This design comes from an exercise in tuning for small area and a short achievable clock period on the open sky130 flow, not from production work. No run shown here included a check of the RTL's function; only the layout flow was run. Power is estimated from default activity; no workload was simulated.

==> design.v <==
typedef enum logic [2:0] {OP_AND=3'h3, OP_ADD=3'h2, OP_XOR=3'h4, OP_MULT=3'h1, OP_NULL=3'h0} opcode;
`timescale 1 ns / 1 ps
module tinyalu (
	input  [7:0]  A,
	input  [7:0]  B,
	input  [2:0]  op,
	input         clk,
	input         reset_n,
	input         start,
	output        done,
	output [15:0] result
);
wire is_mult = (op == OP_MULT);
wire is_add  = (op == OP_ADD);
wire is_and  = (op == OP_AND);
wire is_xor  = (op == OP_XOR);
reg  [8:0] r_q;
reg        d_q;
wire       r_add = reset_n & is_add;
wire       r_and = reset_n & is_and;
wire       r_xor = reset_n & is_xor;
wire [8:0] sum   = A + B;
wire [8:0] r_d   = ({9{r_add}} & sum) | ({9{r_and}} & {1'b0, A & B}) | ({9{r_xor}} & {1'b0, A ^ B});
always @(posedge clk) begin
	if (!reset_n || is_add || is_and || is_xor)
		r_q <= r_d;
	d_q <= reset_n & start & (is_add | is_and | is_xor);
end
wire        en_m = start & is_mult;
reg  [7:0]  a_q, b_q;
reg  [15-1:0] s_q;
reg  [14-1:0] c_q;
reg  [15:0] m2_q, m_q;
reg  [2:0]  p_q;
reg         v_q;
reg         ci_q;
	wire pp0_0 = a_q[0] & b_q[0];
	wire pp0_1 = a_q[0] & b_q[1];
	wire pp0_2 = a_q[0] & b_q[2];
	wire pp0_3 = a_q[0] & b_q[3];
	wire pp0_4 = a_q[0] & b_q[4];
	wire pp0_5 = a_q[0] & b_q[5];
	wire pp0_6 = a_q[0] & b_q[6];
	wire pp0_7 = a_q[0] & b_q[7];
	wire pp1_0 = a_q[1] & b_q[0];
	wire pp1_1 = a_q[1] & b_q[1];
	wire pp1_2 = a_q[1] & b_q[2];
	wire pp1_3 = a_q[1] & b_q[3];
	wire pp1_4 = a_q[1] & b_q[4];
	wire pp1_5 = a_q[1] & b_q[5];
	wire pp1_6 = a_q[1] & b_q[6];
	wire pp1_7 = a_q[1] & b_q[7];
	wire pp2_0 = a_q[2] & b_q[0];
	wire pp2_1 = a_q[2] & b_q[1];
	wire pp2_2 = a_q[2] & b_q[2];
	wire pp2_3 = a_q[2] & b_q[3];
	wire pp2_4 = a_q[2] & b_q[4];
	wire pp2_5 = a_q[2] & b_q[5];
	wire pp2_6 = a_q[2] & b_q[6];
	wire pp2_7 = a_q[2] & b_q[7];
	wire pp3_0 = a_q[3] & b_q[0];
	wire pp3_1 = a_q[3] & b_q[1];
	wire pp3_2 = a_q[3] & b_q[2];
	wire pp3_3 = a_q[3] & b_q[3];
	wire pp3_4 = a_q[3] & b_q[4];
	wire pp3_5 = a_q[3] & b_q[5];
	wire pp3_6 = a_q[3] & b_q[6];
	wire pp3_7 = a_q[3] & b_q[7];
	wire pp4_0 = a_q[4] & b_q[0];
	wire pp4_1 = a_q[4] & b_q[1];
	wire pp4_2 = a_q[4] & b_q[2];
	wire pp4_3 = a_q[4] & b_q[3];
	wire pp4_4 = a_q[4] & b_q[4];
	wire pp4_5 = a_q[4] & b_q[5];
	wire pp4_6 = a_q[4] & b_q[6];
	wire pp4_7 = a_q[4] & b_q[7];
	wire pp5_0 = a_q[5] & b_q[0];
	wire pp5_1 = a_q[5] & b_q[1];
	wire pp5_2 = a_q[5] & b_q[2];
	wire pp5_3 = a_q[5] & b_q[3];
	wire pp5_4 = a_q[5] & b_q[4];
	wire pp5_5 = a_q[5] & b_q[5];
	wire pp5_6 = a_q[5] & b_q[6];
	wire pp5_7 = a_q[5] & b_q[7];
	wire pp6_0 = a_q[6] & b_q[0];
	wire pp6_1 = a_q[6] & b_q[1];
	wire pp6_2 = a_q[6] & b_q[2];
	wire pp6_3 = a_q[6] & b_q[3];
	wire pp6_4 = a_q[6] & b_q[4];
	wire pp6_5 = a_q[6] & b_q[5];
	wire pp6_6 = a_q[6] & b_q[6];
	wire pp6_7 = a_q[6] & b_q[7];
	wire pp7_0 = a_q[7] & b_q[0];
	wire pp7_1 = a_q[7] & b_q[1];
	wire pp7_2 = a_q[7] & b_q[2];
	wire pp7_3 = a_q[7] & b_q[3];
	wire pp7_4 = a_q[7] & b_q[4];
	wire pp7_5 = a_q[7] & b_q[5];
	wire pp7_6 = a_q[7] & b_q[6];
	wire pp7_7 = a_q[7] & b_q[7];
	wire hs1 = pp0_6 ^ pp1_5;
	wire hc2 = pp0_6 & pp1_5;
	wire fs3 = pp0_7 ^ pp1_6 ^ pp2_5;
	wire fc4 = (pp0_7 & pp1_6) | (pp0_7 & pp2_5) | (pp1_6 & pp2_5);
	wire hs5 = pp3_4 ^ pp4_3;
	wire hc6 = pp3_4 & pp4_3;
	wire fs7 = pp1_7 ^ pp2_6 ^ pp3_5;
	wire fc8 = (pp1_7 & pp2_6) | (pp1_7 & pp3_5) | (pp2_6 & pp3_5);
	wire hs9 = pp4_4 ^ pp5_3;
	wire hc10 = pp4_4 & pp5_3;
	wire fs11 = pp2_7 ^ pp3_6 ^ pp4_5;
	wire fc12 = (pp2_7 & pp3_6) | (pp2_7 & pp4_5) | (pp3_6 & pp4_5);
	wire hs13 = pp0_4 ^ pp1_3;
	wire hc14 = pp0_4 & pp1_3;
	wire fs15 = pp0_5 ^ pp1_4 ^ pp2_3;
	wire fc16 = (pp0_5 & pp1_4) | (pp0_5 & pp2_3) | (pp1_4 & pp2_3);
	wire hs17 = pp3_2 ^ pp4_1;
	wire hc18 = pp3_2 & pp4_1;
	wire fs19 = hs1 ^ pp2_4 ^ pp3_3;
	wire fc20 = (hs1 & pp2_4) | (hs1 & pp3_3) | (pp2_4 & pp3_3);
	wire fs21 = pp4_2 ^ pp5_1 ^ pp6_0;
	wire fc22 = (pp4_2 & pp5_1) | (pp4_2 & pp6_0) | (pp5_1 & pp6_0);
	wire fs23 = fs3 ^ hs5 ^ pp5_2;
	wire fc24 = (fs3 & hs5) | (fs3 & pp5_2) | (hs5 & pp5_2);
	wire fs25 = pp6_1 ^ pp7_0 ^ hc2;
	wire fc26 = (pp6_1 & pp7_0) | (pp6_1 & hc2) | (pp7_0 & hc2);
	wire fs27 = fs7 ^ hs9 ^ pp6_2;
	wire fc28 = (fs7 & hs9) | (fs7 & pp6_2) | (hs9 & pp6_2);
	wire fs29 = pp7_1 ^ fc4 ^ hc6;
	wire fc30 = (pp7_1 & fc4) | (pp7_1 & hc6) | (fc4 & hc6);
	wire fs31 = fs11 ^ pp5_4 ^ pp6_3;
	wire fc32 = (fs11 & pp5_4) | (fs11 & pp6_3) | (pp5_4 & pp6_3);
	wire fs33 = pp7_2 ^ fc8 ^ hc10;
	wire fc34 = (pp7_2 & fc8) | (pp7_2 & hc10) | (fc8 & hc10);
	wire fs35 = pp3_7 ^ pp4_6 ^ pp5_5;
	wire fc36 = (pp3_7 & pp4_6) | (pp3_7 & pp5_5) | (pp4_6 & pp5_5);
	wire fs37 = pp6_4 ^ pp7_3 ^ fc12;
	wire fc38 = (pp6_4 & pp7_3) | (pp6_4 & fc12) | (pp7_3 & fc12);
	wire fs39 = pp4_7 ^ pp5_6 ^ pp6_5;
	wire fc40 = (pp4_7 & pp5_6) | (pp4_7 & pp6_5) | (pp5_6 & pp6_5);
	wire hs41 = pp0_3 ^ pp1_2;
	wire hc42 = pp0_3 & pp1_2;
	wire fs43 = hs13 ^ pp2_2 ^ pp3_1;
	wire fc44 = (hs13 & pp2_2) | (hs13 & pp3_1) | (pp2_2 & pp3_1);
	wire fs45 = fs15 ^ hs17 ^ pp5_0;
	wire fc46 = (fs15 & hs17) | (fs15 & pp5_0) | (hs17 & pp5_0);
	wire fs47 = fs19 ^ fs21 ^ fc16;
	wire fc48 = (fs19 & fs21) | (fs19 & fc16) | (fs21 & fc16);
	wire fs49 = fs23 ^ fs25 ^ fc20;
	wire fc50 = (fs23 & fs25) | (fs23 & fc20) | (fs25 & fc20);
	wire fs51 = fs27 ^ fs29 ^ fc24;
	wire fc52 = (fs27 & fs29) | (fs27 & fc24) | (fs29 & fc24);
	wire fs53 = fs31 ^ fs33 ^ fc28;
	wire fc54 = (fs31 & fs33) | (fs31 & fc28) | (fs33 & fc28);
	wire fs55 = fs35 ^ fs37 ^ fc32;
	wire fc56 = (fs35 & fs37) | (fs35 & fc32) | (fs37 & fc32);
	wire fs57 = fs39 ^ pp7_4 ^ fc36;
	wire fc58 = (fs39 & pp7_4) | (fs39 & fc36) | (pp7_4 & fc36);
	wire fs59 = pp5_7 ^ pp6_6 ^ pp7_5;
	wire fc60 = (pp5_7 & pp6_6) | (pp5_7 & pp7_5) | (pp6_6 & pp7_5);
	wire hs61 = pp0_2 ^ pp1_1;
	wire hc62 = pp0_2 & pp1_1;
	wire fs63 = hs41 ^ pp2_1 ^ pp3_0;
	wire fc64 = (hs41 & pp2_1) | (hs41 & pp3_0) | (pp2_1 & pp3_0);
	wire fs65 = fs43 ^ pp4_0 ^ hc42;
	wire fc66 = (fs43 & pp4_0) | (fs43 & hc42) | (pp4_0 & hc42);
	wire fs67 = fs45 ^ hc14 ^ fc44;
	wire fc68 = (fs45 & hc14) | (fs45 & fc44) | (hc14 & fc44);
	wire fs69 = fs47 ^ hc18 ^ fc46;
	wire fc70 = (fs47 & hc18) | (fs47 & fc46) | (hc18 & fc46);
	wire fs71 = fs49 ^ fc22 ^ fc48;
	wire fc72 = (fs49 & fc22) | (fs49 & fc48) | (fc22 & fc48);
	wire fs73 = fs51 ^ fc26 ^ fc50;
	wire fc74 = (fs51 & fc26) | (fs51 & fc50) | (fc26 & fc50);
	wire fs75 = fs53 ^ fc30 ^ fc52;
	wire fc76 = (fs53 & fc30) | (fs53 & fc52) | (fc30 & fc52);
	wire fs77 = fs55 ^ fc34 ^ fc54;
	wire fc78 = (fs55 & fc34) | (fs55 & fc54) | (fc34 & fc54);
	wire fs79 = fs57 ^ fc38 ^ fc56;
	wire fc80 = (fs57 & fc38) | (fs57 & fc56) | (fc38 & fc56);
	wire fs81 = fs59 ^ fc40 ^ fc58;
	wire fc82 = (fs59 & fc40) | (fs59 & fc58) | (fc40 & fc58);
	wire fs83 = pp6_7 ^ pp7_6 ^ fc60;
	wire fc84 = (pp6_7 & pp7_6) | (pp6_7 & fc60) | (pp7_6 & fc60);
	wire [15-1:0] s_d = {pp7_7, fs83, fs81, fs79, fs77, fs75, fs73, fs71, fs69, fs67, fs65, fs63, hs61, pp0_1, pp0_0};
	wire [14-1:0] c_d = {fc84, fc82, fc80, fc78, fc76, fc74, fc72, fc70, fc68, fc66, fc64, hc62, pp2_0, pp1_0};
	wire ci_d = 1'b0;
	wire [15:0] prod = s_q + ({c_q, 1'b0} << (1 - 1)) + ({15'd0, ci_q} << 1);
always @(posedge clk) begin
	if (en_m) begin
		a_q  <= A;
		b_q  <= B;
		s_q  <= s_d;
		c_q  <= c_d;
		ci_q <= ci_d;
		m2_q <= prod;
		m_q  <= m2_q;
	end
end
always @(posedge clk) begin
	if (!reset_n) begin
		p_q <= 3'd0;
		v_q <= 1'b0;
	end else if (en_m) begin
		p_q <= {p_q[1] & p_q[0], p_q[1] ^ p_q[0], ~p_q[0] & ~p_q[2]};
		v_q <= v_q | (p_q == 3'd3);
	end
end
wire sel_m = is_mult & v_q;
assign done   = is_mult ? p_q[2] : d_q;
assign result = ({16{sel_m}} & m_q) | ({16{~is_mult}} & {7'd0, r_q});
endmodule
==> run.sh <==
#!/bin/bash
# synth_recipe.tcl (not shown) runs the flow's synth.tcl, then flattens the netlist and writes it again
# the make line also repeats each setting of config.mk as NAME=value (left out here)
make -C /OpenROAD-flow-scripts/flow DESIGN_CONFIG=/design/flow/config.mk WORK_HOME=/design/flow/orfs CLKGATE_MAP_FILE= SYNTH_SCRIPT=/design/flow/synth_recipe.tcl finish
==> config.mk <==
export PLATFORM = sky130hd
export DESIGN_NAME = tinyalu
export DESIGN_NICKNAME = tinyalu
export VERILOG_FILES = /design/flow/design.v
export SDC_FILE = /design/flow/constraint.sdc
export NUM_CORES = 4
export LEC_CHECK = 0
export CAP_MARGIN = 20
export CORE_MARGIN = 2
export CORE_UTILIZATION = 40
export SLEW_MARGIN = 20
==> constraint.sdc <==
create_clock -name core_clock -period 4.2 [get_ports {clk}]
set_input_delay 0.8400 -clock core_clock [delete_from_list [all_inputs] [get_ports {clk}]]
set_output_delay 0.8400 -clock core_clock [all_outputs]
set_load 0.01 [all_outputs]
==> results of run 1 <==
-- worst max-delay path, cell delays in order --
cell and delay, ns:
clkdlybuf4s50_1 0.61, nor3b_2 0.25, buf_4 0.24, nand3_1 0.11, nand2_1 0.10, clkdlybuf4s50_1 0.52
-- synth_stat cells (all sizes together), types with 5 or more instances --
master  instances
nand2          62
ha             30
a211oi          5
and3            8
nor3            6
and2           41
o21ai          21
fa             37
a21oi          24
edfxtp         86
nand3          11
inv            40
nor2           11
xnor2           7
dfxtp           5
-- worst paths after layout --
| check | startpoint | to | slack, ns | cells past startpoint |
|---|---|---|---|---|
| min | m2_q[7]$_DFFE_PP_ | m_q[7]$_DFFE_PP_ | 0.42 | 0 |
| max reg2reg | a_q[2]$_DFFE_PP_ | s_q[9]$_DFFE_PP_ | 1.03 | 7 |
| max | op[0] | result[0] | 0.69 | 6 |
| min reg2reg | m2_q[7]$_DFFE_PP_ | m_q[7]$_DFFE_PP_ | 0.42 | 0 |
-- cell families after synthesis --
| group | count (synthesis) |
|---|---|
| simple gates | 151 |
| flops | 91 |
| compound gates | 77 |
| fa+ha+maj | 67 |
| buf+inv | 45 |
| xor+xnor | 11 |
| mux | 1 |
-- cell type report --
cell class | count | area, µm²
clock buffers | 14 | 297
clock inverters | 2 | 15.0
fillers | 1211 | 6860
inverters | 40 | 150
multi-input cells | 307 | 2480
flip-flops and latches | 91 | 2680
well taps | 176 | 220
repair buffers | 41 | 428
-- per-stage QoR --
stage / total power, mW / worst slack, ns / hold WS (ns) / utilization, % / cell area [µm²]
finish: 2.11 / 0.694 / 0.416 / 47.8 / 6280
global route: 2.20 / 0.553 / 0.423 / 47.8 / 6280
CTS: 2.13 / 0.674 / 0.417 / 47.8 / 6280
detailed placement: 1.32 / 0.676 / 0.405 / 45.4 / 5960
global placement: 1.31 / 0.750 / 0.401 / 45.4 / 5960
floorplan: 1.22 / 0.750 / 0.400 / - / 5340
-- layer usage --
| metal | vias to the layer above | wire length (µm) |
|---|---|---|
| met1 | 1601 | 4730 |
| li1 | 1653 | - |
| met4 | 0 | 229 |
| met5 | - | 0 |
| met3 | 20 | 323 |
| met2 | 75 | 4580 |
-- flip-flops by register name, indices dropped and copies added (netlist names) --
| register | flops |
|---|---|
| d_q | 1 |
| c_q | 14 |
| m2_q | 16 |
| p_q | 3 |
| s_q | 15 |
| a_q | 8 |
| v_q | 1 |
| m_q | 16 |
| b_q | 8 |
| r_q | 9 |
-- power by group --
group	switching [mW]	total (mW)	leakage [nW]	internal, mW
Sequential	0.0164	1.04	0.867	1.03
Clock	0.322	0.812	0.145	0.490
Combinational	0.139	0.256	1.50	0.117
==> impl_metrics.json, run 1 <==
{
  "num_vias": 3349,
  "arrival_ns": 2.67,
  "yosysTopAreaCellShare_pct": 48.4,
  "layout-drive-gt1-share_pct": 5.66,
  "syn_inst": 443,
  "grt_use_met2_pct": 24.1,
  "hold_class": "flop to flop",
  "synth_nets": 532,
  "ys_warn_count": 1,
  "ys.flop_type": "edfxtp_1",
  "vias_per_cell": 4.99,
  "grt_overflow": 0,
  "mappedNetlistArea_um2": 5340,
  "dp.cells": 655,
  "seq_area_frac_synth_pct": 50.3,
  "hold_viol": 0,
  "grt_max_degree": 30,
  "grt-busiest-layer": "met2",
  "fin_cells": 671,
  "synth-seq-cells": 91,
  "finalSetupViolCount": 0,
  "drv_cap": 0,
  "synth_area_leaders": "edfxtp_1, fa_1, ha_1",
  "rsz0062_at_grt": "false",
  "worstPathRequired_ns": 3.36,
  "end_kind": "output pin",
  "clock_latency_ns": 0.34,
  "root_buffer": "clkbuf_16",
  "io_pins": 39,
  "synth_mux_area_share_pct": 0.211,
  "fin_skew_ns": 0.0117,
  "synthToLayoutAreaGrowth_pct": 17.6,
  "synthSimpleGateAreaFrac_pct": 14.2,
  "synthArstFlopShare_pct": 0,
  "grt_pass1_vias": 3424,
  "hold_buffers": 0,
  "final_cell_mix": "edfxtp_1, nand2_1, and2_1",
  "detail_route.wl_per_cell_um": 14.7,
  "mostFrequentLayoutCell": "edfxtp_1",
  "drc": 0,
  "synth_top_family_by_area": "adder cells",
  "start_kind": "input pin",
  "finalSetupTns_ns": 0,
  "cts_max_level": 3,
  "drt_iter0_markers": 210,
  "die-area_um2": 14300,
  "vdd_ir_drop_max_v": 0.000194,
  "final_antenna_net_count": 0,
  "cts_resized": 0,
  "yosysTopAreaCell": "edfxtp_1",
  "clk_pin_slew_ns": 0.06,
  "cts_max_path_buffers": 2,
  "fin_nets": 579,
  "row_count": 42,
  "clock.fmax_mhz": 285,
  "path_max_fanout": 18,
  "leakagePower_nw": 2.51,
  "avgSynthCellArea_um2": 12.0,
  "diodes": 0,
  "start_util_pct": 40.6,
  "cts_buffers": 9,
  "power.density_nw_per_um2": 336,
  "cts_tree": "done",
  "drt-total-wl_mm": 9.86,
  "grt_pass1_wl_mm": 16.6,
  "port_buffers": 38,
  "status": "timing/DRC/antenna clean",
  "criticalPathCategory": "input pin to output pin",
  "dp_hpwl_mm": 7.59,
  "die_w_um": 120,
  "use_met3_pct": 2.76,
  "cts.sinks": 91,
  "use_met1_pct": 19.8,
  "antenna_found_initial": 0,
  "max_slew_margin_pct": 58.7,
  "post-cts-setup-buffer-count": 0,
  "dr.pass1.iters": 4,
  "synth_edf_count": 86,
  "fin_crit_sh_pct": 83.5,
  "grt_use_total_pct": 14.9,
  "coreArea_um2": 13100,
  "place.gp.congestion": 0.852,
  "synth_adder_area_share_pct": 20.9,
  "layout_min_cycle_time_ns": 3.51,
  "synthDistinctLibCells": 48,
  "slew_viol_final": 0,
  "synth_xor_area_share_pct": 1.81,
  "synth-compound-area-share_pct": 9.45,
  "die_y_um": 120,
  "tightest_slew_ns": 0.618
}
==> inputs of run 2 (changes only) <==
--- a/config.mk
+++ b/config.mk
@@ -6,6 +6,8 @@
 export NUM_CORES = 4
 export LEC_CHECK = 0
+export ABC_CLOCK_PERIOD_IN_PS = 3600
 export CAP_MARGIN = 20
 export CORE_MARGIN = 2
 export CORE_UTILIZATION = 40
+export SETUP_SLACK_MARGIN = 1.6
 export SLEW_MARGIN = 20
==> impl_metrics.json, run 2 <==
{
  "end_kind": "flop",
  "vias_per_cell": 4.96,
  "r2r_slack_ns": 1.26,
  "root_buffer": "clkbuf_16",
  "total_power_mw": 2.10,
  "ff2ff_path_depth": 7,
  "diodes": 0,
  "slew_viol_final": 0,
  "power.density_nw_per_um2": 321,
  "clock.fmax_mhz": 340,
  "drt_iter0_markers": 228,
  "status": "timing/DRC/antenna clean",
  "ys.flop_type": "edfxtp_1",
  "cts_buffers": 9,
  "start_util_pct": 40.6,
  "grt_use_total_pct": 15.8,
  "synth_nets": 532,
  "synthArstFlopShare_pct": 0,
  "ys_warn_count": 1,
  "drt-total-wl_mm": 10.4,
  "yosysTopAreaCellShare_pct": 48.4,
  "port_buffers": 38,
  "die_y_um": 120,
  "cts_max_path_buffers": 2,
  "place.gp.congestion": 0.839,
  "io_pins": 39,
  "drc": 0,
  "syn_inst": 443,
  "dr.pass1.iters": 4,
  "yosysTopAreaCell": "edfxtp_1",
  "tightest_slew_ns": 0.615,
  "coreArea_um2": 13100,
  "finalSetupTns_ns": 0,
  "grt_overflow": 0,
  "start_kind": "flop",
  "min-delay-start": "m2_q[8]$_DFFE_PP_",
  "vdd_ir_drop_max_v": 0.000207,
  "seq_area_frac_synth_pct": 50.3,
  "synth_edf_count": 86,
  "top_regs": "m2_q: 16 flops, m_q: 16 flops, s_q: 15 flops",
  "synthDistinctLibCells": 48,
  "fin_nets": 598,
  "netlist_top_cells_count": "edfxtp_1, nand2_1, and2_1",
  "synth.most_common_cell": "edfxtp_1",
  "antenna_found_initial": 0,
  "synthToLayoutAreaGrowth_pct": 22.6,
  "cts_max_level": 3,
  "hold-path-endpoint": "m_q[8]$_DFFE_PP_",
  "fin_skew_ns": 0.00615,
  "arrival_ns": 3.02,
  "dp.cells": 655,
  "detail_route.wl_per_cell_um": 15.0,
  "avgSynthCellArea_um2": 12.0,
  "mappedNetlistArea_um2": 5340,
  "final_antenna_net_count": 0,
  "mostFrequentLayoutCell": "edfxtp_1",
  "r2r-start": "a_q[2]$_DFFE_PP_",
  "criticalPathCategory": "flop to flop",
  "holdPathStages": 0,
  "final_cell_mix": "edfxtp_1, nand2_1, and2_1",
  "drv_cap": 0,
  "grt_pass1_wl_mm": 17.5,
  "hold_viol": 0,
  "cts_tree": "done",
  "max_slew_margin_pct": 58.9,
  "hold_buffers": 0,
  "clk_pin_slew_ns": 0.06,
  "dp_hpwl_mm": 7.65,
  "die_w_um": 120,
  "seq_area_um2": 2680,
  "die-area_um2": 14300,
  "r2r-end": "s_q[9]$_DFFE_PP_",
  "cts.sinks": 91,
  "layout-drive-gt1-share_pct": 19.8,
  "synth-seq-cells": 91,
  "hold_class": "flop to flop",
  "row_count": 42,
  "grt_pass1_vias": 3549,
  "grt_max_degree": 30,
  "multi_input_area_um2": 2620,
  "finalSetupViolCount": 0,
  "num_vias": 3420,
  "fin_cells": 690,
  "clock_latency_ns": 0.34,
  "rsz0062_at_grt": "true",
  "nFillCells": 1189,
  "layout_min_cycle_time_ns": 2.94,
  "path_max_fanout": 4,
  "fin_crit_sh_pct": 70.0,
  "synth_area_leaders": "edfxtp_1, fa_1, ha_1",
  "leakagePower_nw": 2.66,
  "worstPathRequired_ns": 4.27,
  "holdWs_ns": 0.419
}
[run 2: cell counts after synthesis]
Identical to the previous run, type by type.
[run 2: worst max-delay path by stage]
| stage | from | slack [ns] | to |
|---|---|---|---|
| 6_report | a_q[2]$_DFFE_PP_ | 1.26 | s_q[9]$_DFFE_PP_ |
| 2_1_floorplan | a_q[4]$_DFFE_PP_ | 1.37 | s_q[9]$_DFFE_PP_ |
| 4_1_cts | a_q[3]$_DFFE_PP_ | 1.27 | s_q[9]$_DFFE_PP_ |
| 5_1_grt | b_q[5]$_DFFE_PP_ | 1.20 | s_q[9]$_DFFE_PP_ |
| 3_3_place_gp | op[0] | 0.73 | result[2] |
| 3_5_place_dp | op[0] | 0.66 | result[8] |
[run 2: layout make-up]
type | instances | area share, %
Tap cell | 176 | 3.37
Timing Repair Buffer | 60 | 8.78
Inverter | 40 | 2.35
Multi-Input combinational cell | 307 | 40.0
Clock inverter | 7 | 1.05
Sequential cell | 91 | 41.0
Clock buffer | 9 | 3.44
[run 2: metal layers]
metal,wire (µm),global-route usage (%)
met3,423,2.95
met2,4950,25.6
met1,4740,21.1
met5,0,0
met4,257,6.69
[run 2: report_power, final]
group	switching, mW	internal, mW	total (mW)
clock	0.326	0.458	0.784
combinational	0.149	0.128	0.277
sequential	0.0150	1.03	1.04
[run 2: kinds of logic after synthesis]
group / count (synthesis) / synth area share, %
AO/OA/AOI/OAI: 77 / 9.45
XOR/XNOR: 11 / 1.81
adder cells (fa/ha/maj): 67 / 20.9
buffers and inverters: 45 / 3.19
flip-flops: 91 / 50.3
multiplexers: 1 / 0.211
AND/OR/NAND/NOR: 151 / 14.2
[run 2: through the flow]
step                      utilization [%]  area [µm²]  worst slack, ns
after floorplan                         -        5370             1.37
after global placement               45.6        5990            0.730
after detailed placement             45.6        5990            0.664
after CTS                            48.6        6390             1.27
after global routing                 49.8        6540             1.20
final                                49.8        6540             1.26
[run 2: worst max-delay path, stage by stage, from the launching register on]
cell and delay (ns):
edfxtp_1 0.50, and2_4 0.19, fa_1 0.48, inv_1 0.05, fa_1 0.49, inv_1 0.05, fa_1 0.49, fa_1 0.41
[run 2: timing repair]
| action | in CTS | in global routing |
|---|---|---|
| endpoints found under the hold margin | 0 | 0 |
| resized for setup | 98 | 43 |
| endpoints found under the setup margin | 109 | 29 |
| gates cloned | 3 | 0 |
| pin swaps | 16 | 12 |
| setup buffers | 16 | 0 |
==> inputs of run 3 (changes only) <==
--- a/config.mk
+++ b/config.mk
@@ -6,8 +6,8 @@
 export NUM_CORES = 4
 export LEC_CHECK = 0
-export ABC_CLOCK_PERIOD_IN_PS = 3600
+export ABC_CLOCK_PERIOD_IN_PS = 4000
 export CAP_MARGIN = 20
 export CORE_MARGIN = 2
 export CORE_UTILIZATION = 40
-export SETUP_SLACK_MARGIN = 1.6
+export SETUP_SLACK_MARGIN = 1.2
 export SLEW_MARGIN = 20
==> impl_metrics.json, run 3 <==
{
  "status": "timing/DRC/antenna clean",
  "avgSynthCellArea_um2": 12.0,
  "grt_overflow": 0,
  "yosysTopAreaCell": "edfxtp_1",
  "max_slew_margin_pct": 55.4,
  "synth_edf_count": 86,
  "mappedNetlistArea_um2": 5340,
  "ys_warn_count": 1,
  "seq_area_frac_synth_pct": 50.3,
  "slowest_stage": "fa_2",
  "crit_family": "adder cells",
  "cts_max_level": 3,
  "synth_nets": 532,
  "grt_pass1_wl_mm": 17.2,
  "end_kind": "flop",
  "diodes": 0,
  "slew_viol_final": 0,
  "coreArea_um2": 13100,
  "top_regs": "m2_q: 16 flops, m_q: 16 flops, s_q: 15 flops",
  "place.gp.congestion": 0.846,
  "synthArstFlopShare_pct": 0,
  "final_cell_mix": "edfxtp_1, nand2_1, and2_1",
  "layout-drive-gt1-share_pct": 11.4,
  "clock_latency_ns": 0.34,
  "rsz0062_at_grt": "true",
  "fin_nets": 594,
  "netlist_top_cells_count": "edfxtp_1, nand2_1, and2_1",
  "cts_max_path_buffers": 2,
  "antenna_found_initial": 0,
  "synth_area_leaders": "edfxtp_1, fa_1, ha_1",
  "root_buffer": "clkbuf_16",
  "synth.most_common_cell": "edfxtp_1",
  "clock.fmax_mhz": 321,
  "drt-total-wl_mm": 10.2,
  "drt_iter0_markers": 260,
  "drv_cap": 0,
  "mostFrequentLayoutCell": "edfxtp_1",
  "num_vias": 3439,
  "place_area_um2": 5970,
  "io_pins": 39,
  "detail_route.wl_per_cell_um": 14.9,
  "die_w_um": 120,
  "dp_hpwl_mm": 7.55,
  "total_power_mw": 2.28,
  "syn_inst": 443,
  "layout_min_cycle_time_ns": 3.12,
  "grt_pass1_vias": 3487,
  "arrival_ns": 3.19,
  "vdd_ir_drop_max_v": 0.000184,
  "leakagePower_nw": 2.68,
  "row_count": 42,
  "start_kind": "flop",
  "pre_cts_ws_ns": 0.708,
  "drc": 0,
  "max_stage_delay_ns": 0.54,
  "die-area_um2": 14300,
  "worstPathCellList": "buf_6, and2_4, fa_2, inv_2, fa_1, inv_2, fa_2, fa_1",
  "cts_buffers": 9,
  "port_buffers": 38,
  "cts.sinks": 91,
  "cts_tree": "done",
  "final_antenna_net_count": 0,
  "worstPathRequired_ns": 4.28,
  "start_util_pct": 40.6,
  "synthToLayoutAreaGrowth_pct": 21.3,
  "synthDistinctLibCells": 48,
  "hold_class": "flop to flop",
  "finalSetupTns_ns": 0,
  "yosysTopAreaCellShare_pct": 48.4,
  "critPathBufInv": 3,
  "die_y_um": 120,
  "finalSetupViolCount": 0,
  "fin_skew_ns": 0.00997,
  "criticalPathCategory": "flop to flop",
  "grt_max_degree": 29,
  "ys.flop_type": "edfxtp_1",
  "fin_crit_sh_pct": 74.2,
  "clk_pin_slew_ns": 0.07,
  "hold_viol": 0,
  "path_max_fanout": 6,
  "final_area_um2": 6470,
  "dr.pass1.iters": 5,
  "power.density_nw_per_um2": 352,
  "vias_per_cell": 5.01,
  "grt_use_total_pct": 15.5,
  "worst_slack_ns": 1.08,
  "tightest_slew_ns": 0.668,
  "synth-seq-cells": 91
}
-- run 3: cell families after synthesis --
| group | share of synthesized area, % |
|---|---|
| adder cells (fa/ha/maj) | 20.9 |
| flip-flops | 50.3 |
| multiplexers | 0.211 |
| AO/OA/AOI/OAI | 9.45 |
| buffers and inverters | 3.19 |
| XOR/XNOR | 1.81 |
| AND/OR/NAND/NOR | 14.2 |
-- run 3: worst paths after layout --
kind,from,endpoint,slack [ns],cells past startpoint
setup / recovery,a_q[2]$_DFFE_PP_,s_q[9]$_DFFE_PP_,1.08,8
hold / removal,m2_q[13]$_DFFE_PP_,m_q[13]$_DFFE_PP_,0.42,0
setup reg to reg,a_q[2]$_DFFE_PP_,s_q[9]$_DFFE_PP_,1.08,8
hold reg to reg,m2_q[13]$_DFFE_PP_,m_q[13]$_DFFE_PP_,0.42,0
-- run 3: power by group --
group	switching [mW]	internal, mW	leakage [nW]	total [mW]
logic	0.143	0.119	1.64	0.262
clock network	0.334	0.640	0.172	0.974
registers	0.0178	1.03	0.867	1.04
-- run 3: layer usage --
layer  routed length (µm)  share of wire [%]  vias up  GRT usage [%]
li1                     -                  -     1681              -
met1                 4820                 47     1665           21.4
met2                 4850                 47       76           24.5
met3                  311                3.0       17           2.23
met4                  226                2.2        0           7.06
met5                    0                  0        -              0
-- run 3: what timing repair did --
action	CTS	global route
buffers inserted	10	4
gates cloned	1	0
hold buffers	0	0
pin swaps	12	8
gates resized for setup	34	8
endpoints found under the setup margin	23	13
-- run 3: final cells by class --
cell class,count,area [µm²]
fill,1173,6660
sequential,91,2680
multi-input combinational,307,2520
timing repair buffer,56,531
clock buffer,9,225
tap,176,220
inverter,40,154
clock inverter,7,140
-- run 3: stage by stage --
step                      cells  hold slack (ns)  utilization, %
after global routing        686            0.425            49.3
after floorplan             443            0.400               -
after CTS                   682            0.419            48.9
final                       686            0.417            49.3
after global placement      655            0.400            45.4
after detailed placement    655            0.405            45.4
==> inputs of run 4 (changes only) <==
--- a/config.mk
+++ b/config.mk
@@ -6,8 +6,9 @@
 export NUM_CORES = 4
 export LEC_CHECK = 0
-export ABC_CLOCK_PERIOD_IN_PS = 4000
+export ABC_CLOCK_PERIOD_IN_PS = 3000
 export CAP_MARGIN = 20
 export CORE_MARGIN = 2
 export CORE_UTILIZATION = 40
+export CTS_BUF_LIST = sky130_fd_sc_hd__clkbuf_8
 export SETUP_SLACK_MARGIN = 1.2
 export SLEW_MARGIN = 20
==> impl_metrics.json, run 4 <==
{
  "p_clk_share_pct": 36.6,
  "layout_min_cycle_time_ns": 3.14,
  "detail_route.wl_per_cell_um": 14.9,
  "final_antenna_net_count": 0,
  "ys.flop_type": "edfxtp_1",
  "die_w_um": 120,
  "drt-total-wl_mm": 10.2,
  "clock_latency_ns": 0.36,
  "p_int_mw": 1.60,
  "vias_per_cell": 4.99,
  "status": "timing/DRC/antenna clean",
  "die_y_um": 120,
  "coreArea_um2": 13100,
  "path_max_fanout": 6,
  "synthArstFlopShare_pct": 0,
  "synth_top_family_by_area": "adder cells",
  "dp_hpwl_mm": 7.55,
  "criticalPathCategory": "flop to flop",
  "ys_warn_count": 1,
  "fin_crit_sh_pct": 74.8,
  "dr.pass1.iters": 4,
  "root_buffer": "clkbuf_8",
  "synthToLayoutAreaGrowth_pct": 19.7,
  "fin_nets": 596,
  "grt_pass1_vias": 3453,
  "synthDistinctLibCells": 48,
  "max_slew_margin_pct": 54.9,
  "drc": 0,
  "netlist_top_cells_count": "edfxtp_1, nand2_1, and2_1",
  "clock.fmax_mhz": 318,
  "holdWs_ns": 0.423,
  "yosysTopAreaCell": "edfxtp_1",
  "io_pins": 39,
  "synth_edf_count": 86,
  "p_comb_share_pct": 12.8,
  "grt_use_total_pct": 15.5,
  "p_sw_share_pct": 22.4,
  "top_regs": "m2_q: 16 flops, m_q: 16 flops, s_q: 15 flops",
  "antenna_found_initial": 0,
  "syn_inst": 443,
  "avgSynthCellArea_um2": 12.0,
  "synth_adder_area_share_pct": 20.9,
  "synth-compound-area-share_pct": 9.45,
  "final_cell_mix": "edfxtp_1, nand2_1, and2_1",
  "grt_overflow": 0,
  "clk_pin_slew_ns": 0.09,
  "leakagePower_nw": 2.64,
  "grt_max_degree": 29,
  "cts_max_level": 3,
  "fin_skew_ns": 0.0140,
  "tightest_slew_ns": 0.675,
  "cts_buffers": 9,
  "hold_buffers": 0,
  "hold_class": "flop to flop",
  "place.gp.congestion": 0.846,
  "rsz0062_at_grt": "true",
  "synth_xor_area_share_pct": 1.81,
  "grt_pass1_wl_mm": 17.2,
  "start_kind": "flop",
  "synth.most_common_cell": "edfxtp_1",
  "synth-seq-cells": 91,
  "power.density_nw_per_um2": 322,
  "synth_mux_area_share_pct": 0.211,
  "total_power_mw": 2.06,
  "layout-drive-gt1-share_pct": 12.3,
  "seqPwrFrac_pct": 50.6,
  "drv_cap": 0,
  "cts.sinks": 91,
  "seq_area_frac_synth_pct": 50.3,
  "synthSimpleGateAreaFrac_pct": 14.2,
  "mostFrequentLayoutCell": "edfxtp_1",
  "hold_viol": 0,
  "cts_tree": "done",
  "worstPathRequired_ns": 4.29,
  "mappedNetlistArea_um2": 5340,
  "drt_iter0_markers": 232,
  "yosysTopAreaCellShare_pct": 48.4,
  "die-area_um2": 14300,
  "finalSetupViolCount": 0,
  "slew_viol_final": 0,
  "port_buffers": 38,
  "num_vias": 3430,
  "finalSetupTns_ns": 0,
  "arrival_ns": 3.24,
  "vdd_ir_drop_max_v": 0.000142,
  "end_kind": "flop",
  "synth_nets": 532,
  "diodes": 0,
  "synth_area_leaders": "edfxtp_1, fa_1, ha_1",
  "cts_max_path_buffers": 2,
  "start_util_pct": 40.6,
  "row_count": 42,
  "switching_power_mw": 0.460
}
-- run 4: cell counts after synthesis --
Identical to the previous run, type by type.
-- run 4: cells by family (layout without fill, tap and decap cells) --
family	count (synthesis)	after routing
adder cells (fa/ha/maj)	67	67
multiplexers	1	1
XOR/XNOR	11	11
AND/OR/NAND/NOR	151	151
flip-flops	91	91
buffers and inverters	45	114
AO/OA/AOI/OAI	77	77
-- run 4: cell type report --
| cell class | instances | area, µm² |
|---|---|---|
| Clock buffer | 9 | 124 |
| Clock inverter | 7 | 140 |
| Fill cell | 1184 | 6750 |
| Inverter | 40 | 154 |
| Multi-Input combinational cell | 307 | 2530 |
| Sequential cell | 91 | 2680 |
| Tap cell | 176 | 220 |
| Timing Repair Buffer | 58 | 542 |
-- run 4: per-stage QoR --
stage | util (%) | worst slack [ns] | area (µm²) | std cells
after detailed placement | 45.4 | 0.708 | 5970 | 655
final | 48.6 | 1.06 | 6390 | 688
after global routing | 48.6 | 0.978 | 6390 | 688
after floorplan | - | 1.20 | 5340 | 443
after CTS | 48.2 | 1.05 | 6340 | 684
after global placement | 45.4 | 0.760 | 5970 | 655
-- run 4: routing by layer --
metal  vias up  share of wire, %  GRT usage (%)
li1       1683                 -              -
met4         0               1.2           5.74
met5         -                 0              0
met3        11               3.7           2.52
met2        67                48           24.7
met1      1669                47           21.5
-- run 4: worst max-delay path: stages (launching register included) --
cell      delay (ns)
edfxtp_1        0.50
buf_4           0.18
and2_4          0.13
fa_2            0.56
inv_2           0.04
fa_1            0.48
inv_2           0.04
fa_2            0.53
fa_1            0.41
-- run 4: worst paths after layout --
| check | startpoint | to | slack [ns] | depth (start not counted) |
|---|---|---|---|---|
| worst max register to register | a_q[2]$_DFFE_PP_ | s_q[9]$_DFFE_PP_ | 1.06 | 8 |
| worst min-delay path | m2_q[15]$_DFFE_PP_ | m_q[15]$_DFFE_PP_ | 0.42 | 0 |
| worst max-delay path | a_q[2]$_DFFE_PP_ | s_q[9]$_DFFE_PP_ | 1.06 | 8 |
| worst min register to register | m2_q[15]$_DFFE_PP_ | m_q[15]$_DFFE_PP_ | 0.42 | 0 |
-- run 4: timing repair --
action	CTS	global route
buffers inserted	12	4
endpoints found under the hold margin	0	0
pin swaps	13	10
gates resized for setup	33	11
cloned	1	0
setup endpoints to repair	24	12
-- run 4: power by group through the flow --
stage               registers (mW)  clock network (mW)  logic (mW)
global route                  1.04               0.807       0.306
finish                        1.04               0.753       0.263
global placement              1.06                   0       0.248
detailed placement            1.06                   0       0.256
floorplan                     1.05                   0       0.164
CTS                           1.04               0.775       0.262
==> inputs of run 5 (changes only) <==
==> flow/run.sh (new file) <==
#!/bin/bash
# Standard layout, except: ports buffered with buf_1, and full adders left to ABC
# (no extract_fa into sky130 fa/ha cells).
export BUFFER_PORTS_ARGS="-buffer_cell sky130_fd_sc_hd__buf_1"
export ADDER_MAP_FILE=
bash standard.sh > standard.log 2>&1
==> standard.sh (new file) <==
#!/bin/bash
# synth_recipe.tcl (not shown) runs the flow's synth.tcl, then flattens the netlist and writes it again
# the make line also repeats each setting of config.mk as NAME=value (left out here)
make -C /OpenROAD-flow-scripts/flow DESIGN_CONFIG=/design/flow/config.mk WORK_HOME=/design/flow/orfs CLKGATE_MAP_FILE= SYNTH_SCRIPT=/design/flow/synth_recipe.tcl "${@:-finish}"
--- a/config.mk
+++ b/config.mk
@@ -6,9 +6,8 @@
 export NUM_CORES = 4
 export LEC_CHECK = 0
-export ABC_CLOCK_PERIOD_IN_PS = 3000
+export ABC_CLOCK_PERIOD_IN_PS = 2600
 export CAP_MARGIN = 20
 export CORE_MARGIN = 2
 export CORE_UTILIZATION = 40
-export CTS_BUF_LIST = sky130_fd_sc_hd__clkbuf_8
-export SETUP_SLACK_MARGIN = 1.2
+export SETUP_SLACK_MARGIN = 1.6
 export SLEW_MARGIN = 20
removed: run.sh
==> impl_metrics.json, run 5 <==
{
  "status": "timing/DRC/antenna clean",
  "final_cell_mix": "nand2_1, edfxtp_1, xnor2_1",
  "fin_crit_sh_pct": 70.7,
  "grt_pass1_wl_mm": 18.2,
  "diodes": 0,
  "grt_pass1_vias": 3727,
  "rsz0062_at_grt": "true",
  "final_area_um2": 6640,
  "dp_hpwl_mm": 7.99,
  "hold_viol": 0,
  "synthDistinctLibCells": 44,
  "avgSynthCellArea_um2": 9.88,
  "seq_area_frac_synth_pct": 48.5,
  "grt_overflow": 0,
  "start_util_pct": 41.3,
  "antenna_found_initial": 0,
  "cts.sinks": 91,
  "drv_cap": 0,
  "syn_inst": 560,
  "synthArstFlopShare_pct": 0,
  "layout-drive-gt1-share_pct": 15.4,
  "slew_viol_final": 0,
  "mostFrequentLayoutCell": "nand2_1",
  "finalSetupViolCount": 0,
  "grt_max_degree": 42,
  "layout_min_cycle_time_ns": 2.97,
  "top_regs": "m2_q: 16 flops, m_q: 16 flops, s_q: 15 flops",
  "tightest_slew_ns": 0.845,
  "num_vias": 4137,
  "criticalPathCategory": "input pin to flop",
  "synth_nets": 582,
  "place_area_um2": 5870,
  "synth_edf_count": 86,
  "hold_buffers": 0,
  "hold_class": "flop to flop",
  "die_y_um": 122,
  "synth-seq-cells": 91,
  "drt_iter0_markers": 424,
  "die-area_um2": 14800,
  "fin_cells": 804,
  "holdWs_ns": 0.411,
  "start_kind": "input pin",
  "worstPathRequired_ns": 4.27,
  "synthToLayoutAreaGrowth_pct": 19.9,
  "end_kind": "flop",
  "worst_slack_ns": 1.23,
  "drc": 0,
  "ys_warn_count": 1,
  "ys.flop_type": "edfxtp_1",
  "fin_nets": 645,
  "dr.pass1.iters": 4,
  "cts_max_path_buffers": 2,
  "clock.fmax_mhz": 337,
  "port_buffers": 38,
  "place.gp.congestion": 0.820,
  "vdd_ir_drop_max_v": 0.000187,
  "clock_latency_ns": 0.34,
  "row_count": 42,
  "io_pins": 39,
  "final_antenna_net_count": 0,
  "path_max_fanout": 3,
  "detail_route.wl_per_cell_um": 14.9,
  "synth_area_leaders": "edfxtp_1, xnor2_1, nand2_1",
  "fin_skew_ns": 0.00889,
  "max_slew_margin_pct": 43.3,
  "yosysTopAreaCell": "edfxtp_1",
  "yosysTopAreaCellShare_pct": 46.7,
  "power.density_nw_per_um2": 325,
  "cts_max_level": 3,
  "netlist_top_cells_count": "nand2_1, edfxtp_1, xnor2_1",
  "cts_buffers": 9,
  "dp.cells": 754,
  "coreArea_um2": 13400,
  "arrival_ns": 3.04,
  "leakagePower_nw": 2.34,
  "finalSetupTns_ns": 0,
  "die_w_um": 122,
  "fin_util_pct": 49.5,
  "drt-total-wl_mm": 12.0,
  "total_power_mw": 2.16,
  "synth.most_common_cell": "nand2_1",
  "root_buffer": "clkbuf_16",
  "pre_cts_ws_ns": 0.737,
  "clk_pin_slew_ns": 0.07,
  "cts_tree": "done",
  "grt_use_total_pct": 15.8,
  "vias_per_cell": 5.15,
  "mappedNetlistArea_um2": 5530
}
run 5: cell types whose count changed in the layout (fill, tap and decap cells not counted), sizes merged, moves of 19 or more:
cell	previous run	this run
and2	41	18
buf	21	64
fa	37	0
ha	30	0
inv	39	11
maj3	0	27
nand2	62	109
nor2	11	30
xnor2	7	69
xor2	4	37
run 5: cells by family after synthesis:
group                    after synthesis  synth area share, %
flip-flops                            91                 48.5
buffers and inverters                 32                 2.17
AND/OR/NAND/NOR                      212                 17.3
adder cells (fa/ha/maj)               27                 5.00
AO/OA/AOI/OAI                         92                 10.3
XOR/XNOR                             106                 16.8
run 5: per-layer routing:
metal	up-vias	share of wire (%)	track usage (%)
met5	-	0	0
met4	0	1.0	4.53
met3	9	4.1	2.72
met2	77	48	26.2
met1	1960	46	21.3
li1	2091	-	-
run 5: critical path: stages:
cell	delay, ns
buf_8	0.10
and2_4	0.15
maj3_2	0.31
maj3_2	0.32
maj3_2	0.32
maj3_2	0.31
maj3_2	0.34
o21bai_4	0.14
nor2b_1	0.14
o32ai_1	0.08
run 5: final timing paths:
path | cells past startpoint | slack, ns | to | start
max | 10 | 1.23 | r_q[7]$_DFFE_PP_ | A[0]
min | 0 | 0.41 | m2_q[0]$_DFFE_PP_ | s_q[0]$_DFFE_PP_
max reg2reg | 9 | 1.66 | m2_q[14]$_DFFE_PP_ | s_q[1]$_DFFE_PP_
min reg2reg | 0 | 0.41 | m2_q[0]$_DFFE_PP_ | s_q[0]$_DFFE_PP_
run 5: area by class of cell:
cell class,instances,area [µm²]
inverters,10,41.3
repair inverters,1,5.00
clock inverters,5,42.5
well taps,176,220
fillers,1236,6760
multi-input cells,439,2890
flip-flops and latches,91,2680
clock buffers,11,254
repair buffers,71,499
run 5: report_power, final:
group | internal, mW | switching (mW) | total, mW | leakage (nW)
registers | 1.02 | 0.0232 | 1.05 | 0.868
clock network | 0.444 | 0.346 | 0.790 | 0.142
logic | 0.145 | 0.178 | 0.323 | 1.33
total | 1.61 | 0.547 | 2.16 | 2.34
run 5: what timing repair did:
item,CTS,global route
setup endpoints to repair,24,71
setup buffers,6,24
gates cloned,1,3
gates resized for setup,17,45
pin swaps,10,21
==> inputs of run 6 (changes only) <==
--- a/config.mk
+++ b/config.mk
@@ -6,8 +6,9 @@
 export NUM_CORES = 4
 export LEC_CHECK = 0
-export ABC_CLOCK_PERIOD_IN_PS = 2600
+export ABC_CLOCK_PERIOD_IN_PS = 2200
 export CAP_MARGIN = 20
 export CORE_MARGIN = 2
 export CORE_UTILIZATION = 40
+export CTS_BUF_LIST = sky130_fd_sc_hd__clkbuf_8
 export SETUP_SLACK_MARGIN = 1.6
 export SLEW_MARGIN = 20
==> impl_metrics.json, run 6 <==
{
  "status": "timing/DRC/antenna clean",
  "row_count": 42,
  "detail_route.wl_per_cell_um": 14.9,
  "slowest_stage": "maj3_2",
  "start_util_pct": 41.3,
  "die_w_um": 122,
  "crit_family": "adder cells",
  "r2r-end": "m2_q[14]$_DFFE_PP_",
  "hold-path-endpoint": "m_q[11]$_DFFE_PP_",
  "p_clk_share_pct": 30.5,
  "worstPathCellList": "buf_8, and2_4, maj3_2, maj3_2, maj3_2, maj3_2, maj3_2, o21bai_4, nor2b_1, o32ai_1",
  "fin_util_pct": 49.0,
  "grt_pass1_wl_mm": 18.2,
  "start_kind": "input pin",
  "synth_nets": 582,
  "vias_per_cell": 5.19,
  "arrival_ns": 3.04,
  "clock.fmax_mhz": 341,
  "cts_buffers": 9,
  "tightest_slew_ns": 0.820,
  "mappedNetlistArea_um2": 5530,
  "max_stage_delay_ns": 0.34,
  "holdWs_ns": 0.413,
  "slew_viol_final": 0,
  "clk_pin_slew_ns": 0.10,
  "ys_warn_count": 1,
  "p_comb_share_pct": 16.4,
  "grt_max_degree": 42,
  "synth_area_leaders": "edfxtp_1, xnor2_1, nand2_1",
  "holdPathStages": 0,
  "fin_crit_sh_pct": 69.8,
  "avgSynthCellArea_um2": 9.88,
  "cts_tree": "done",
  "yosysTopAreaCell": "edfxtp_1",
  "grt_use_total_pct": 15.8,
  "dp_hpwl_mm": 7.99,
  "die_y_um": 122,
  "num_vias": 4182,
  "finalSetupViolCount": 0,
  "end_kind": "flop",
  "min-delay-start": "m2_q[11]$_DFFE_PP_",
  "netlist_top_cells_count": "nand2_1, edfxtp_1, xnor2_1",
  "r2r-start": "s_q[3]$_DFFE_PP_",
  "critPathBufInv": 1,
  "fin_skew_ns": 0.0130,
  "vdd_ir_drop_max_v": 0.000126,
  "antenna_found_initial": 0,
  "seqPwrFrac_pct": 53.1,
  "p_sw_share_pct": 26.5,
  "cts_max_path_buffers": 2,
  "grt_overflow": 0,
  "synth_edf_count": 86,
  "max_slew_margin_pct": 45.0,
  "seq_area_frac_synth_pct": 48.5,
  "leakagePower_nw": 2.31,
  "r2r_slack_ns": 1.66,
  "layout-drive-gt1-share_pct": 15.9,
  "diodes": 0,
  "total_power_mw": 1.97,
  "synth.most_common_cell": "nand2_1",
  "clock_latency_ns": 0.37,
  "top_regs": "m2_q: 16 flops, m_q: 16 flops, s_q: 15 flops",
  "fin_nets": 647,
  "power.density_nw_per_um2": 300,
  "crit_path_frequent_cell": "maj3_2",
  "switching_power_mw": 0.522,
  "finalSetupTns_ns": 0,
  "io_pins": 39,
  "grt_pass1_vias": 3758,
  "final_cell_mix": "nand2_1, edfxtp_1, xnor2_1",
  "synth-seq-cells": 91,
  "drc": 0,
  "coreArea_um2": 13400,
  "criticalPathCategory": "input pin to flop",
  "syn_inst": 560,
  "dr.pass1.iters": 5,
  "drt-total-wl_mm": 12.0,
  "final_antenna_net_count": 0,
  "worstPathRequired_ns": 4.31,
  "drv_cap": 0,
  "synthDistinctLibCells": 44,
  "rsz0062_at_grt": "true",
  "synthArstFlopShare_pct": 0,
  "cts.sinks": 91,
  "synthToLayoutAreaGrowth_pct": 18.5,
  "ff2ff_path_depth": 9,
  "place.gp.congestion": 0.820,
  "drt_iter0_markers": 403,
  "p_int_mw": 1.45,
  "path_max_fanout": 3,
  "mostFrequentLayoutCell": "nand2_1",
  "port_buffers": 38,
  "layout_min_cycle_time_ns": 2.93,
  "die-area_um2": 14800,
  "hold_viol": 0,
  "yosysTopAreaCellShare_pct": 46.7,
  "root_buffer": "clkbuf_8",
  "hold_class": "flop to flop",
  "cts_max_level": 3,
  "ys.flop_type": "edfxtp_1"
}
==> run 6: cell counts after synthesis <==
Identical to the previous run, type by type.
==> run 6: logic make-up (layout without fill, tap and decap cells) <==
logic type	Yosys count	after routing	share of synthesized area [%]
AO/OA/AOI/OAI	92	92	10.3
buffers and inverters	32	100	2.17
AND/OR/NAND/NOR	212	214	17.3
flip-flops	91	91	48.5
adder cells (fa/ha/maj)	27	27	5.00
XOR/XNOR	106	106	16.8
==> run 6: final cells by class <==
type,instances,area [µm²]
Tap cell,176,220
Fill cell,1254,6840
Clock inverter,7,76.3
Clock buffer,9,124
Timing Repair inverter,1,5.00
Multi-Input combinational cell,439,2900
Inverter,10,41.3
Sequential cell,91,2680
Timing Repair Buffer,73,514
==> run 6: worst reg2reg max path, delay by kind of cell, from the launching register on <==
family	cells	cell delay, ns
compound gates	6	1.25
xor+xnor	1	0.13
fa+ha+maj	1	0.34
flops	1	0.44
simple gates	1	0.15
==> run 6: worst max-delay path by stage <==
stage                     startpoint  slack, ns  cells past startpoint               end
after detailed placement        A[0]       0.74                     10  r_q[7]$_DFFE_PP_
after floorplan                 A[0]        1.0                      9  r_q[7]$_DFFE_PP_
after global placement          A[0]       0.80                     10  r_q[7]$_DFFE_PP_
final                           A[0]       1.27                     10  r_q[7]$_DFFE_PP_
after CTS                       B[0]       1.17                     10  r_q[7]$_DFFE_PP_
after global routing            A[0]       1.20                     10  r_q[7]$_DFFE_PP_
==> run 6: repair_timing <==
action                                  4_1_cts  5_1_grt
cloned                                        1        3
endpoints found under the setup margin       24       70
hold buffers                                  0        0
resized for setup                            17       47
buffers inserted                              6       26
pin swaps                                    10       23
==> run 6: layer usage <==
layer  GRT usage, %  vias to the layer above  wire, µm
met2           26.4                       93      5820
li1               -                     2093         -
met3           2.76                       10       521
met1           21.1                     1986      5510
met5              0                        -         0
met4           4.67                        0       174
==> run 6: power groups by stage <==
| stage | logic [mW] | registers (mW) | clock network [mW] |
|---|---|---|---|
| 3_3_place_gp | 0.279 | 1.07 | 0 |
| 4_1_cts | 0.300 | 1.05 | 0.619 |
| 3_5_place_dp | 0.288 | 1.07 | 0 |
| 6_report | 0.324 | 1.05 | 0.600 |
| 5_1_grt | 0.361 | 1.05 | 0.652 |
| 2_1_floorplan | 0.233 | 1.05 | 0 |
==> run 6: metrics by stage <==
stage	setup slack (ns)	cells	cell area (µm²)
after floorplan	0.999	560	5570
after global placement	0.798	754	5870
after detailed placement	0.737	754	5870
after CTS	1.17	777	6210
after global routing	1.20	806	6560
final	1.27	806	6560
==> inputs of run 7 (changes only) <==
--- a/config.mk
+++ b/config.mk
@@ -6,9 +6,9 @@
 export NUM_CORES = 4
 export LEC_CHECK = 0
-export ABC_CLOCK_PERIOD_IN_PS = 2200
+export ABC_CLOCK_PERIOD_IN_PS = 2000
 export CAP_MARGIN = 20
 export CORE_MARGIN = 2
 export CORE_UTILIZATION = 40
 export CTS_BUF_LIST = sky130_fd_sc_hd__clkbuf_8
-export SETUP_SLACK_MARGIN = 1.6
+export SETUP_SLACK_MARGIN = 1.7
 export SLEW_MARGIN = 20
==> impl_metrics.json, run 7 <==
{
  "cts_tree": "done",
  "nFillCells": 1218,
  "finalSetupViolCount": 0,
  "grt_overflow": 0,
  "detail_route.wl_per_cell_um": 14.7,
  "die-area_um2": 14800,
  "dp_hpwl_mm": 7.96,
  "synth-seq-cells": 91,
  "final_antenna_net_count": 0,
  "dr.pass1.iters": 4,
  "yosysTopAreaCellShare_pct": 46.7,
  "diodes": 0,
  "r2r_slack_ns": 1.63,
  "r2r-end": "m2_q[14]$_DFFE_PP_",
  "synthToLayoutAreaGrowth_pct": 23.1,
  "vias_per_cell": 5.16,
  "io_pins": 39,
  "multi_input_area_um2": 3050,
  "ys.flop_type": "edfxtp_1",
  "grt_max_degree": 42,
  "tightest_slew_ns": 0.845,
  "r2r-start": "c_q[0]$_DFFE_PP_",
  "arrival_ns": 3.07,
  "fin_crit_sh_pct": 70.6,
  "cts_buffers": 9,
  "slew_viol_final": 0,
  "mappedNetlistArea_um2": 5530,
  "start_kind": "input pin",
  "final_cell_mix": "nand2_1, edfxtp_1, xnor2_1",
  "grt_pass1_vias": 3868,
  "fin_nets": 662,
  "final_area_um2": 6810,
  "grt_use_total_pct": 16.3,
  "top_regs": "m2_q: 16 flops, m_q: 16 flops, s_q: 15 flops",
  "place_area_um2": 5870,
  "start_util_pct": 41.3,
  "synth_nets": 582,
  "clock_latency_ns": 0.36,
  "synth_area_leaders": "edfxtp_1, xnor2_1, nand2_1",
  "p_clk_share_pct": 28.1,
  "synth_edf_count": 86,
  "root_buffer": "clkbuf_8",
  "synth.most_common_cell": "nand2_1",
  "coreArea_um2": 13400,
  "hold-path-endpoint": "m_q[11]$_DFFE_PP_",
  "yosysTopAreaCell": "edfxtp_1",
  "path_max_fanout": 3,
  "ff2ff_path_depth": 9,
  "layout-drive-gt1-share_pct": 23.1,
  "status": "timing/DRC/antenna clean",
  "seq_area_frac_synth_pct": 48.5,
  "ys_warn_count": 1,
  "num_vias": 4236,
  "drt_iter0_markers": 295,
  "power.density_nw_per_um2": 283,
  "drc": 0,
  "synthArstFlopShare_pct": 0,
  "drt-total-wl_mm": 12.1,
  "antenna_found_initial": 0,
  "cts_max_level": 3,
  "synthDistinctLibCells": 44,
  "cts_max_path_buffers": 2,
  "port_buffers": 38,
  "leakagePower_nw": 2.43,
  "p_int_mw": 1.41,
  "clock.fmax_mhz": 337,
  "cts.sinks": 91,
  "worstPathRequired_ns": 4.30,
  "place.gp.congestion": 0.820,
  "row_count": 42,
  "avgSynthCellArea_um2": 9.88,
  "min-delay-start": "m2_q[11]$_DFFE_PP_",
  "layout_min_cycle_time_ns": 2.97,
  "finalSetupTns_ns": 0,
  "drv_cap": 0,
  "criticalPathCategory": "input pin to flop",
  "mostFrequentLayoutCell": "nand2_1",
  "fin_skew_ns": 0.0110,
  "vdd_ir_drop_max_v": 0.000129,
  "die_y_um": 122,
  "hold_viol": 0,
  "switching_power_mw": 0.518,
  "holdPathStages": 0,
  "grt_pass1_wl_mm": 19.0,
  "seqPwrFrac_pct": 54.1,
  "p_sw_share_pct": 26.9,
  "hold_buffers": 0,
  "netlist_top_cells_count": "nand2_1, edfxtp_1, xnor2_1",
  "max_slew_margin_pct": 43.4,
  "rsz0062_at_grt": "true",
  "hold_class": "flop to flop",
  "clk_pin_slew_ns": 0.09,
  "die_w_um": 122,
  "syn_inst": 560,
  "end_kind": "flop",
  "p_comb_share_pct": 17.8,
  "seq_area_um2": 2680
}
==> run 7: cell counts after synthesis <==
Identical to the previous run, type by type.
==> run 7: worst max-delay path by stage <==
stage | to | slack, ns | from | cells past startpoint
detailed placement | r_q[7]$_DFFE_PP_ | 0.72 | A[0] | 10
global route | r_q[7]$_DFFE_PP_ | 1.20 | A[0] | 10
finish | r_q[7]$_DFFE_PP_ | 1.23 | A[0] | 10
CTS | r_q[7]$_DFFE_PP_ | 1.16 | B[0] | 10
floorplan | r_q[7]$_DFFE_PP_ | 1.0 | A[0] | 9
global placement | r_q[7]$_DFFE_PP_ | 0.80 | A[0] | 10
==> run 7: logic make-up (layout without fill, tap and decap cells) <==
logic type,Yosys count,after routing,synth area share (%)
buffers and inverters,32,114,2.17
adders and majority gates,27,27,5.00
xor gates and xnor gates,106,106,16.8
and+or+nand+nor,212,215,17.3
AOI/OAI and AO/OA,92,92,10.3
DFF,91,91,48.5
==> run 7: critical path, cell delays in order <==
cell	delay [ns]
buf_8	0.09
and2_4	0.15
maj3_2	0.30
maj3_2	0.31
maj3_2	0.32
maj3_2	0.31
maj3_2	0.34
o21bai_4	0.15
nor2b_4	0.16
o32ai_2	0.08
==> run 7: metrics by stage <==
step	total power [mW]	util (%)	instances	hold slack, ns	worst slack [ns]
global route	2.02	50.8	821	0.433	1.20
CTS	1.92	48.2	794	0.423	1.16
floorplan	1.28	-	560	0.400	0.999
detailed placement	1.36	43.8	754	0.405	0.720
finish	1.93	50.8	821	0.423	1.23
global placement	1.35	43.8	754	0.401	0.798
==> run 7: power by group through the flow <==
stage / registers, mW / logic (mW) / clock network [mW]
2_1_floorplan: 1.05 / 0.233 / 0
3_3_place_gp: 1.07 / 0.280 / 0
3_5_place_dp: 1.07 / 0.289 / 0
4_1_cts: 1.04 / 0.318 / 0.558
5_1_grt: 1.04 / 0.380 / 0.592
6_report: 1.04 / 0.343 / 0.542
==> run 7: final cells by class <==
cell class / instances / area share, %
clock buffers: 10 / 2.02
clock inverters: 6 / 0.588
inverters: 10 / 0.606
multi-input cells: 440 / 44.8
flip-flops and latches: 91 / 39.4
well taps: 176 / 3.23
repair buffers: 87 / 9.29
repair inverters: 1 / 0.0735
==> run 7: timing repair <==
item | in CTS | in global routing
buffers inserted | 21 | 26
setup endpoints to repair | 68 | 70
gates resized for setup | 66 | 29
pin swaps | 35 | 32
cloned | 3 | 1
endpoints found under the hold margin | 0 | 0
==> run 7: layer usage <==
layer | share of wire, % | global-route usage [%]
met1 | 47 | 22.2
met2 | 48 | 26.9
met3 | 4.0 | 2.53
met4 | 1.3 | 5.17
met5 | 0 | 0
==> inputs of run 8 (changes only) <==
--- a/config.mk
+++ b/config.mk
@@ -6,5 +6,5 @@
 export NUM_CORES = 4
 export LEC_CHECK = 0
-export ABC_CLOCK_PERIOD_IN_PS = 2000
+export ABC_CLOCK_PERIOD_IN_PS = 1200
 export CAP_MARGIN = 20
 export CORE_MARGIN = 2
==> impl_metrics.json, run 8 <==
{
  "status": "timing/DRC/antenna clean",
  "root_buffer": "clkbuf_8",
  "vdd_ir_drop_max_v": 0.000129,
  "drt_iter0_markers": 295,
  "finalSetupViolCount": 0,
  "synth_edf_count": 86,
  "cts.sinks": 91,
  "synth-compound-area-share_pct": 10.3,
  "slew_viol_final": 0,
  "grt_overflow": 0,
  "grt_max_degree": 42,
  "rsz0062_at_grt": "true",
  "critPathBufInv": 1,
  "mappedNetlistArea_um2": 5530,
  "final_cell_mix": "nand2_1, edfxtp_1, xnor2_1",
  "vias_per_cell": 5.16,
  "clock.fmax_mhz": 337,
  "tightest_slew_ns": 0.845,
  "r2r-start": "c_q[0]$_DFFE_PP_",
  "drc": 0,
  "avgSynthCellArea_um2": 9.88,
  "coreArea_um2": 13400,
  "min-delay-start": "m2_q[11]$_DFFE_PP_",
  "drv_cap": 0,
  "clock_latency_ns": 0.36,
  "synth_adder_area_share_pct": 5.00,
  "max_slew_margin_pct": 43.4,
  "synth_xor_area_share_pct": 16.8,
  "die-area_um2": 14800,
  "synth_area_leaders": "edfxtp_1, xnor2_1, nand2_1",
  "hold-path-endpoint": "m_q[11]$_DFFE_PP_",
  "die_w_um": 122,
  "final_area_um2": 6810,
  "crit_path_frequent_cell": "maj3_2",
  "start_kind": "input pin",
  "fin_crit_sh_pct": 70.6,
  "cts_buffers": 9,
  "io_pins": 39,
  "r2r_slack_ns": 1.63,
  "end_kind": "flop",
  "r2r-end": "m2_q[14]$_DFFE_PP_",
  "synth_mux_area_share_pct": 0,
  "layout_min_cycle_time_ns": 2.97,
  "mostFrequentLayoutCell": "nand2_1",
  "max_stage_delay_ns": 0.34,
  "ys.flop_type": "edfxtp_1",
  "fin_nets": 662,
  "synth_nets": 582,
  "worstPathCellList": "buf_8, and2_4, maj3_2, maj3_2, maj3_2, maj3_2, maj3_2, o21bai_4, nor2b_4, o32ai_2",
  "synth_top_family_by_area": "simple AND/OR/NAND/NOR gates",
  "total_power_mw": 1.93,
  "yosysTopAreaCell": "edfxtp_1",
  "power.density_nw_per_um2": 283,
  "slowest_stage": "maj3_2",
  "yosysTopAreaCellShare_pct": 46.7,
  "num_vias": 4236,
  "worstPathRequired_ns": 4.30,
  "drt-total-wl_mm": 12.1,
  "dr.pass1.iters": 4,
  "seq_area_frac_synth_pct": 48.5,
  "place_area_um2": 5870,
  "arrival_ns": 3.07,
  "nFillCells": 1218,
  "ff2ff_path_depth": 9,
  "path_max_fanout": 3,
  "holdPathStages": 0,
  "dp_hpwl_mm": 7.96,
  "clk_pin_slew_ns": 0.09,
  "synthDistinctLibCells": 44,
  "synthSimpleGateAreaFrac_pct": 17.3,
  "layout-drive-gt1-share_pct": 23.1,
  "antenna_found_initial": 0,
  "top_regs": "m2_q: 16 flops, m_q: 16 flops, s_q: 15 flops",
  "netlist_top_cells_count": "nand2_1, edfxtp_1, xnor2_1",
  "fin_skew_ns": 0.0110,
  "hold_buffers": 0,
  "hold_viol": 0,
  "port_buffers": 38,
  "die_y_um": 122,
  "cts_max_level": 3,
  "row_count": 42,
  "grt_use_total_pct": 16.3,
  "synth.most_common_cell": "nand2_1",
  "hold_class": "flop to flop",
  "multi_input_area_um2": 3050,
  "detail_route.wl_per_cell_um": 14.7,
  "start_util_pct": 41.3,
  "syn_inst": 560,
  "diodes": 0,
  "grt_pass1_wl_mm": 19.0,
  "cts_max_path_buffers": 2,
  "ys_warn_count": 1,
  "synthArstFlopShare_pct": 0,
  "criticalPathCategory": "input pin to flop",
  "grt_pass1_vias": 3868,
  "cts_tree": "done",
  "place.gp.congestion": 0.820,
  "synth-seq-cells": 91,
  "leakagePower_nw": 2.43,
  "synthToLayoutAreaGrowth_pct": 23.1,
  "crit_family": "adder cells",
  "final_antenna_net_count": 0,
  "seq_area_um2": 2680,
  "finalSetupTns_ns": 0
}
[run 8: cell counts after synthesis]
No cell type changed its count.
[run 8: kinds of logic (layout without fill, tap and decap cells)]
kind of cell	after synthesis	in the layout
AND/OR/NAND/NOR	212	215
AO/OA/AOI/OAI	92	92
flip-flops	91	91
adder cells (fa/ha/maj)	27	27
buffers and inverters	32	114
XOR/XNOR	106	106
[run 8: power breakdown]
group          leakage (nW)  switching (mW)  internal, mW
Combinational          1.47           0.187         0.156
Sequential            0.868          0.0198          1.02
Clock                0.0861           0.312         0.230
[run 8: worst max-delay path by stage]
stage	start	end	slack, ns	cells after the start
after CTS	B[0]	r_q[7]$_DFFE_PP_	1.16	10
after floorplan	A[0]	r_q[7]$_DFFE_PP_	1.0	9
after detailed placement	A[0]	r_q[7]$_DFFE_PP_	0.72	10
final	A[0]	r_q[7]$_DFFE_PP_	1.23	10
after global routing	A[0]	r_q[7]$_DFFE_PP_	1.20	10
after global placement	A[0]	r_q[7]$_DFFE_PP_	0.80	10
[run 8: layout make-up]
cell class | instances | share of cell area [%]
clock buffers | 10 | 2.02
clock inverters | 6 | 0.588
inverters | 10 | 0.606
multi-input cells | 440 | 44.8
flip-flops and latches | 91 | 39.4
well taps | 176 | 3.23
repair buffers | 87 | 9.29
repair inverters | 1 | 0.0735
[run 8: routing by layer]
| metal | routed length (µm) | up-vias | global-route usage, % |
|---|---|---|---|
| met4 | 161 | 0 | 5.17 |
| met3 | 482 | 12 | 2.53 |
| li1 | - | 2133 | - |
| met5 | 0 | - | 0 |
| met2 | 5780 | 97 | 26.9 |
| met1 | 5660 | 1994 | 22.2 |
[run 8: timing repair]
item,in CTS,in global routing
setup endpoints to repair,68,70
gates cloned,3,1
buffers inserted,21,26
resized for setup,66,29
pin swaps,35,32
[run 8: through the flow]
step                utilization (%)  worst slack (ns)  cells  hold WS, ns
floorplan                         -             0.999    560        0.400
global placement               43.8             0.798    754        0.401
detailed placement             43.8             0.720    754        0.405
CTS                            48.2              1.16    794        0.423
global route                   50.8              1.20    821        0.433
finish                         50.8              1.23    821        0.423

==> afterwards: timing with drivers on the ports <==
Ports are ideal in the flow. The routed layouts listed here were re-timed in OpenROAD.
Step 1 (the two cells are an assumption about what drives the block):
set clk [get_ports {clk}]
set_driving_cell -lib_cell sky130_fd_sc_hd__clkbuf_16 $clk
set_driving_cell -lib_cell sky130_fd_sc_hd__buf_2 [delete_from_list [all_inputs] $clk]
Step 2 times the ports against the registers' clock, not the clock port: input delays grow and output delays shrink by t, the midpoint of the rising clock arrivals with the driver on.
Three values: no drivers, after step 1, after step 2; two values: the first two.
run | t, ns | slack for setup (ns) | hold WS [ns] | worst setup path after step 2
run 1 | 0.378 | 0.694 / 0.669 / 0.669 | 0.416 / 0.416 / 0.416 | input to output
run 2 | 0.376 | 1.260 / 1.260 / 1.260 | 0.419 / 0.419 / 0.419 | register to register
run 3 | 0.377 | 1.083 / 1.083 / 0.983 | 0.417 / 0.417 / 0.417 | input to register
run 4 | 0.386 | 1.057 / 1.057 / 0.993 | 0.423 / 0.423 / 0.423 | input to register
run 5 | 0.373 | 1.229 / 1.231 / 0.857 | 0.411 / 0.411 / 0.411 | input to register
run 6 | 0.397 | 1.268 / 1.266 / 0.870 | 0.413 / 0.413 / 0.413 | input to register
run 7 | 0.394 | 1.234 / 1.231 / 0.837 | 0.423 / 0.423 / 0.423 | input to register
run 8 | 0.394 | 1.234 / 1.231 / 0.837 | 0.423 / 0.423 / 0.423 | input to register
After both steps setup and hold are still met in every run listed. The setup slack of run 6, which loses most, moves by -0.002 ns with the drivers and by -0.398 ns with both steps.
